Context: an optimization exercise on an open-source flow, tuned for small area. The choices shown serve that exercise and are no tape-out recipe.
Only simulation tests tie the RTL to the original design; equivalence was not proved.
Power is estimated from default activity; no workload was simulated.

Setup of v13:
==> flow/design.v <==
module LCDTestor
(
	clk,rst_n,key_in,
	vga_r,vga_g,vga_b,
	vga_hsy,vga_vsy,vga_clk,vga_de,
	led,led1
);
input clk;
input rst_n, key_in;
output [7:0] vga_r;
output [7:0] vga_g;
output [7:0] vga_b;
output vga_hsy, vga_vsy;
output vga_clk, vga_de;
output reg led;
output reg led1;
reg run;
reg [23:0] cq;		 
localparam [23:0] CPOL = 24'haaaaaa;
wire [23:0] cyc = run ? (cq ^ CPOL) : 24'd1;
wire cyc_z = ~|cyc[22:0];
always @(posedge clk)
	cq <= {cyc[22:0], cyc[23]^cyc[22]^cyc[21]^cyc[16]^cyc_z} ^ CPOL;
always @(posedge clk or negedge rst_n)
	if (!rst_n) led1 <= 1'b0;
	else if (cyc_z & ~cyc[23]) led1 <= ~led1;
localparam [31:0] T0  = 32'hc6f68ac0;
localparam [31:0] POL = 32'haaaaaaaa;
reg key_now, key_pre;
wire key_neg = ~key_now & key_pre;
reg [31:0] tq;
wire [31:0] tb = run ? (tq ^ POL) : T0;
wire t_z = ~|tb[30:0];
wire t_fb = tb[31]^tb[21]^tb[1]^tb[0]^t_z;
reg ko, ko_d;
reg [3:0] sw;		 
always @(posedge clk)
	tq <= key_neg ? (T0 ^ POL) : ({tb[30:0], t_fb} ^ POL);
always @(posedge clk or negedge rst_n)
	if (!rst_n) begin
		run <= 1'b0;
		key_now <= 1'b1;
		key_pre <= 1'b1;
		ko <= 1'b0;
		ko_d <= 1'b0;
		led <= 1'b1;
		sw <= 4'd15;
	end else begin
		run <= 1'b1;
		key_now <= key_in;
		key_pre <= key_now;
		ko <= t_z & ~tb[31] & ~key_in;
		ko_d <= ko;
		if (ko) led <= ~led;
		if (ko_d | (&sw)) sw <= (sw == 4'd8) ? 4'd0 : sw + 4'd1;
	end
reg [11:0] r;
reg [9:0] v;
reg [1:0] band;		 
wire [12:0] r_inc = {1'b0, r} + 13'd1;
wire line_end = (r == 12'd1454);
wire v_last = v[9] & v[8] & v[5] & v[2] & v[0];	 
wire v_act = (v >= 10'd35) && (v < 10'd635);
wire [1:0] v_band = (v < 10'd185) ? 2'd0 : (v < 10'd335) ? 2'd1 : (v < 10'd485) ? 2'd2 : 2'd3;
always @(posedge clk or negedge rst_n)
	if (!rst_n) begin
		r <= 12'd1454;
		v <= 10'd805;
	end else begin
		r <= r_inc[11:0] | (r_inc[12] ? 12'd1408 : 12'd0);
		if (line_end) v <= v_last ? 10'd0 : v + 10'd1;
	end
always @(posedge clk)
	if (r == 12'd2047 && v_act) band <= v_band;
assign vga_clk = r[0];
assign vga_hsy = (r >= 12'd1455) && (r <= 12'd1726);
assign vga_vsy = (v < 10'd6);
assign vga_de  = r_inc[11] & v_act;
wire ld = r[11] & v_act;
wire [7:0] xv = ld ? r[10:3] : 8'hff;
wire [7:0] gv = {band, (ld ? r[10:8] : 3'b111), 3'b000};
reg [7:0] vr, vg, vb;
always @* begin
	case (sw)
	4'd0: begin vr = 8'hff; vg = 8'h00; vb = 8'h00; end
	4'd1: begin vr = 8'h00; vg = 8'hff; vb = 8'h00; end
	4'd2: begin vr = 8'h00; vg = 8'h00; vb = 8'hff; end
	4'd4: begin vr = 8'hff; vg = 8'hff; vb = 8'hff; end
	4'd5: begin vr = xv;    vg = 8'h00; vb = 8'h00; end
	4'd6: begin vr = 8'h00; vg = xv;    vb = 8'h00; end
	4'd7: begin vr = 8'h00; vg = 8'h00; vb = xv;    end
	4'd8: begin vr = gv;    vg = gv;    vb = gv;    end
	default: begin vr = 8'h00; vg = 8'h00; vb = 8'h00; end
	endcase
end
assign vga_r = vr;
assign vga_g = vg;
assign vga_b = vb;
endmodule
clock: 8.0 ns
lec_check: 0
cap_margin: 20
core_margin: 2
core_utilization: 40
slew_margin: 20
standard.sh (not shown) runs the stock make flow with config.mk's settings and CLKGATE_MAP_FILE= SYNTH_SCRIPT=/design/flow/synth_recipe.tcl, a recipe that flattens the netlist after the stock synthesis.
==> flow/flow/run.sh <==
#!/bin/bash
# The standard layout (standard.sh), with these changes:
#  - synthesis is synth_recipe.tcl unchanged, except that yosys's abc runs
#    flow/abc_deep.script (area-oriented) instead of ORFS's speed script;
#  - port buffers are buf_1 instead of the buffer buffer_ports picks;
#  - CTS inserts no dummy loads.
# make's output goes to standard.log; ORFS writes each step's log under orfs/logs.
set -euo pipefail
export FLOW_FLOW_DIR=$PWD/flow
cat flow/abc_override.tcl synth_recipe.tcl > my_synth.tcl
export BUFFER_PORTS_ARGS="-buffer_cell sky130_fd_sc_hd__buf_1"
export CTS_ARGS="-sink_clustering_enable -repair_clock_nets -dont_use_dummy_load"
bash standard.sh SYNTH_SCRIPT=$PWD/my_synth.tcl finish > standard.log 2>&1
==> flow/flow/abc_deep.script <==
strash
&get -n
&deepsyn -J 200 -S 1
&put
dch -f
map -a
topo
==> flow/flow/abc_override.tcl <==
# Prepended to synth_recipe.tcl: run yosys's abc with flow/abc_deep.script
# (an area-oriented ABC script) in place of the script ORFS picks.
proc abc {args} {
  set i [lsearch -exact $args -script]
  if {$i >= 0} {
    set args [lreplace $args $i [expr {$i + 1}] -script $::env(FLOW_FLOW_DIR)/abc_deep.script]
  }
  yosys abc {*}$args
}
Changes in v34 relative to v13:
-- flow/design.v --
<<< v13, line 56
	end
reg [11:0] r;
reg [9:0] v;
reg [1:0] band;		 
wire [12:0] r_inc = {1'b0, r} + 13'd1;
wire line_end = (r == 12'd1454);
wire v_last = v[9] & v[8] & v[5] & v[2] & v[0];	 
wire v_act = (v >= 10'd35) && (v < 10'd635);
wire [1:0] v_band = (v < 10'd185) ? 2'd0 : (v < 10'd335) ? 2'd1 : (v < 10'd485) ? 2'd2 : 2'd3;
always @(posedge clk or negedge rst_n)
	if (!rst_n) begin
		r <= 12'd1454;
		v <= 10'd805;
	end else begin
		r <= r_inc[11:0] | (r_inc[12] ? 12'd1408 : 12'd0);
		if (line_end) v <= v_last ? 10'd0 : v + 10'd1;
	end
always @(posedge clk)
	if (r == 12'd2047 && v_act) band <= v_band;
assign vga_clk = r[0];
assign vga_hsy = (r >= 12'd1455) && (r <= 12'd1726);
assign vga_vsy = (v < 10'd6);
assign vga_de  = r_inc[11] & v_act;
wire ld = r[11] & v_act;
>>> v34, line 56
	end
reg [11:0] r;
wire [12:0] r_inc = {1'b0, r} + 13'd1;
wire line_end = (r == 12'd1454);
reg [2:0] s;
reg [7:0] c;
wire c_end = (c == 8'd149);
wire [2:0] s_nx = (s == 3'd6) ? 3'd0 : s + 3'd1;
wire [7:0] c_start = (s_nx == 3'd4) ? 8'd235 : (s_nx == 3'd5) ? 8'd144 :
                     (s_nx == 3'd6) ? 8'd121 : 8'd0;
always @(posedge clk or negedge rst_n)
	if (!rst_n) begin
		r <= 12'd1454;
		s <= 3'd4;
		c <= 8'd149;
	end else begin
		r <= r_inc[11:0] | (r_inc[12] ? 12'd1408 : 12'd0);
		if (line_end) begin
			if (c_end) begin
				s <= s_nx;
				c <= c_start;
			end else
				c <= c + 8'd1;
		end
	end
wire v_act = ~s[2];
wire first = (c == 8'd0) & ~r[11] & (r >= 12'd1455);
wire [1:0] band = s[2] ? 2'd3 : first ? s[1:0] - 2'd1 : s[1:0];
assign vga_clk = r[0];
assign vga_hsy = (r >= 12'd1455) && (r <= 12'd1726);
assign vga_vsy = (s == 3'd5);
assign vga_de  = r_inc[11] & v_act;
wire ld = r[11] & v_act;
### Flow results
v34 | stages: all done | timing, DRC, antenna: all pass. Time the final worst path needs with I/O delays and setup for v34 is higher than for v13. Source of the critical timing path: v[3]$_DFFE_PN0N_ -> v13, r[1]$_DFF_PN1_ -> v34. On v34: fraction of final layout cells with drive strength greater than 1 is 0.66 points lower than what v13 gave. Going from v13 to v34, synthesized area grows by 13 um2. v13 -> v34: portion of total power attributed to combinational logic flat. Summary of the comparison: routed wire length is higher in v34, relative to v13.

[separate check: timing with driven ports]
No port has a modelled driver above. Below, the same layouts with a new extraction and two added sets of constraints. Step 1 (the two cells are an assumption about what drives the block):
set clk [get_ports {clk}]
set_driving_cell -lib_cell sky130_fd_sc_hd__clkbuf_16 $clk
set_driving_cell -lib_cell sky130_fd_sc_hd__buf_2 [delete_from_list [all_inputs] $clk]
Step 2 moves the port delays by t, midway between the first and last clock arrival at a register: inputs arrive t later, outputs are due t later. That takes back most of the time a late clock gives input paths. Three values: ideal, step 1, step 2; two values: the first two.
run	shift t [ns]	slack for setup (ns)	worst setup path after step 2
v13	0.361	3.854 / 3.824 / 4.185	register to output
v34	0.367	3.423 / 3.393 / 3.760	register to output
After both steps setup and hold are still met in every run listed.
